Context: an optimization exercise on an open-source flow, tuned for small area and a short achievable clock period. The choices shown serve that exercise and are no tape-out recipe. Where RTL was checked, it was by simulation tests only, not by an equivalence proof against the original. The clock input has no modelled driver; a real chip could not lean on it and would need a root buffer or a full tree. No activity file was given, so power comes from the tool's default toggle rates.

// alu_top
module alu_top (
    input             iClk,
    input      [31:0] iDataA,
    input      [31:0] iDataB,
    input      [3:0]  iAluOp,
    output reg [31:0] oData,
    output reg        oZero
  );
  reg [31:0] rDataA;
  reg [31:0] rDataB;
  reg [3:0]  rAluOp;
  wire [31:0] wData;
  wire        wZero;
  ALU u_alu (
        .iDataA(rDataA),
        .iDataB(rDataB),
        .iAluOp(rAluOp),
        .oData(wData),
        .oZero(wZero)
      );
  always @(posedge iClk)
  begin
    rDataA <= iDataA;
    rDataB <= iDataB;
    rAluOp <= iAluOp;
    oData  <= wData;
    oZero  <= wZero;
  end
endmodule
For scale: roughly 1,100 cells after synthesis, roughly 100 flip-flops, ~6900 µm² of cells after synthesis.
==> flow/config.mk <==
export PLATFORM = sky130hd
export DESIGN_NAME = alu_top
export DESIGN_NICKNAME = alu_top
export VERILOG_FILES = /design/flow/design.v
export SDC_FILE = /design/flow/constraint.sdc
export NUM_CORES = 4
export LEC_CHECK = 0
export CAP_MARGIN = 20
export CORE_MARGIN = 2
export CORE_UTILIZATION = 40
export SLEW_MARGIN = 20
==> flow/constraint.sdc <==
create_clock -name core_clock -period 15.0 [get_ports {iClk}]
set_input_delay 3.0000 -clock core_clock [delete_from_list [all_inputs] [get_ports {iClk}]]
set_output_delay 3.0000 -clock core_clock [all_outputs]
set_load 0.01 [all_outputs]
standard.sh (not shown) runs the stock make flow with config.mk's settings and CLKGATE_MAP_FILE= SYNTH_SCRIPT=/design/flow/synth_recipe.tcl, a recipe that flattens the netlist after the stock synthesis.
==> flow/flow/run.sh <==
#!/bin/bash
# Own layout flow: the standard ORFS flow (standard.sh) with these changes:
#  - Yosys's final ABC mapping uses flow/map.abc (delay-targeted map with area
#    recovery) instead of ORFS's abc_speed script;
#  - ports are buffered with buf_1 instead of the default buffer cell;
#  - repair_timing aims for extra setup slack (SETUP_SLACK_MARGIN), with the
#    margins in flow/params.sh: one up to CTS, one for the repair after global
#    routing (which works on the worst path only, or is skipped);
#  - the clock is distributed by flow/own_cts.tcl (run as the CTS step's
#    PRE_CTS_TCL hook) instead of TritonCTS: four clkbuf_16, each driving a
#    quarter of the flip-flops, so every flip-flop sees one buffer stage.
# Everything else (synthesis script, register names, SDC, clock period, PDN,
# tap cells, placement, routing) is the standard flow. The make output goes to
# flow_make_*.log; ORFS writes each tool's own log under orfs/logs/.
set -euo pipefail
HERE=$(pwd)
source "$HERE/flow/params.sh"
cat > "$HERE/own_synth.tcl" <<EOT
# Same synthesis as synth_recipe.tcl; only the script given to the final abc call differs.
proc abc {args} {
  set i [lsearch -exact \$args -script]
  if {\$i >= 0} { lset args [expr {\$i + 1}] $HERE/flow/map.abc }
  yosys abc {*}\$args
}
source $HERE/synth_recipe.tcl
EOT
COMMON=("SYNTH_SCRIPT=$HERE/own_synth.tcl"
  "BUFFER_PORTS_ARGS=-buffer_cell sky130_fd_sc_hd__buf_1"
  "PRE_CTS_TCL=$HERE/flow/own_cts.tcl")
bash standard.sh "${COMMON[@]}" "SETUP_SLACK_MARGIN=$MARGIN_CTS" cts > "$HERE/flow_make_cts.log" 2>&1
if [[ "$MARGIN_GRT" == skip ]]; then
  bash standard.sh "${COMMON[@]}" "SETUP_SLACK_MARGIN=$MARGIN_CTS" SKIP_INCREMENTAL_REPAIR=1 finish > "$HERE/flow_make_finish.log" 2>&1
else
  bash standard.sh "${COMMON[@]}" "SETUP_SLACK_MARGIN=$MARGIN_GRT" TNS_END_PERCENT=0 finish > "$HERE/flow_make_finish.log" 2>&1
fi
Other scripts of this flow, unchanged in this note and not shown: flow/flow/map.abc, flow/flow/own_cts.tcl, flow/flow/params.sh
Edit:
--- a/flow/design.v
+++ b/flow/design.v
@@ -200,47 +200,57 @@
   wire gn51 = g0_18 | (p0_18 & gn39);
   wire gn52 = g0_20 | (p0_20 & gn34);
   wire gn53 = g0_22 | (p0_22 & gn40);
   wire gn54 = g0_24 | (p0_24 & gn32);
   wire gn55 = g0_26 | (p0_26 & gn41);
   wire gn56 = g0_28 | (p0_28 & gn35);
   wire gn57 = g0_30 | (p0_30 & gn42);
   wire [31:0] cgen = {gn31, gn57, gn42, gn56, gn35, gn55, gn41, gn54, gn32, gn53, gn40, gn52, gn34, gn51, gn39, gn50, gn29, gn49, gn38, gn48, gn33, gn47, gn37, gn46, gn25, gn45, gn36, gn44, gn17, gn43, gn1, g0_0};
   wire [31:0] sum = p ^ {cgen[30:0], sub};
   wire cout = cgen[31];
   wire ltu = ~cout;
   wire lts = (a[31] ^ b[31]) ? a[31] : ltu;
+  wire sum_zero = ~|sum;
   wire ovf = |b[31:5];
   wire [31:0] r;
   genvar i;
   generate
     for (i = 0; i < 32; i = i + 1) begin : rev_in
       assign r[i] = op_sll ? a[31-i] : a[i];
     end
   endgenerate
   wire fill = op_sra & a[31];
   wire [31:0] s0 = b[0] ? {fill,       r[31:1]}  : r;
   wire [31:0] s1 = b[1] ? {{2{fill}},  s0[31:2]} : s0;
   wire [31:0] s2 = b[2] ? {{4{fill}},  s1[31:4]} : s1;
   wire [31:0] s3 = b[3] ? {{8{fill}},  s2[31:8]} : s2;
   wire [31:0] sr = b[4] ? {{16{fill}}, s3[31:16]} : s3;
+  wire shift_zero = ovf ? ~(fill | r[31]) : ~|sr;
   wire sel_p = op_xor | op_or;
   wire sel_g = op_or | op_and;
   wire [31:0] lg = ({32{sel_p}} & p) | ({32{sel_g}} & g);
+  wire logic_zero = ~|lg;
   wire sel_r  = op_sr  & ~ovf;
   wire sel_l  = op_sll & ~ovf;
   wire [31:0] sr_rev;
   generate
     for (i = 0; i < 32; i = i + 1) begin : rev_out
       assign sr_rev[i] = sr[31-i];
     end
   endgenerate
   wire ov_r  = op_sr  & ovf;    
   wire ov_l  = op_sll & ovf;    
   wire lt_bit = (op_slt & lts) | (op_sltu & ltu);
   wire [31:0] other = ({32{sel_r}} & sr) | ({32{sel_l}} & sr_rev) | lg
                     | {32{ov_r & fill}}
                     | {ov_l & a[0], 30'b0, (ov_r & a[31]) | lt_bit};
   assign oData = ({32{op_sum}} & sum) | other;
-  wire dz = ~|oData;
-  assign oZero = op_bne ? ~dz : (op_blt | op_bge) ? (lts ^ op[2]) : dz;
+  assign oZero = (op_eqz & sum_zero)
+               | (op_bne & ~sum_zero)
+               | (op_blt & lts)
+               | (op_bge & ~lts)
+               | (op_slt & ~lts)
+               | (op_sltu & ~ltu)
+               | ((op_sll | op_sr) & shift_zero)
+               | ((op_xor | op_or | op_and) & logic_zero)
+               | op_none;
 endmodule
Die area increases by about 5%.
Design area climbs by about 9%.
Worst setup slack gets better by 110 ps.
Global-route usage climbs by 0.86 points.
Combinational power grows by about 30%.
Total power climbs by 12%.
Synthesized cell count came out higher by about 2.7%.
Critical path depth came out lower by 7.
Routed wire length goes up by 11%.
Sequential power hardly moves.
Fmax went up by 2.8%.
Synthesized area increases by about 5%.
The RTL of the second run of this note was laid out without a check of its function. In every run of this note, the design's own scripts or RTL, not TritonCTS, make the clock network.

-- port drivers added, routing unchanged --
The results above use ideal ports. As a check the final layouts listed here were re-extracted and re-timed, cells and wires unchanged.
Step 1 assumes that a clkbuf_16 drives the clock port and a buf_2 every other input.
Step 2 adds t to the input delays and takes it off the output delays; t is the mean of the earliest and latest rising clock arrival at the registers after step 1. Input paths then give back, and output paths get back, about the clock's delay inside the block.
Slacks: ideal / step 1 / step 2; pairs: ideal / step 1.
| run | shift t [ns] | setup slack, ns | slew at the worst register clock pin (ns) |
|---|---|---|---|
| the first run | 0.243 | 11.120 / 11.120 / 11.120 | 0.10 / 0.10 |
| the second run | 0.253 | 11.227 / 11.227 / 11.227 | 0.10 / 0.10 |
After both steps setup and hold are still met in every run listed.
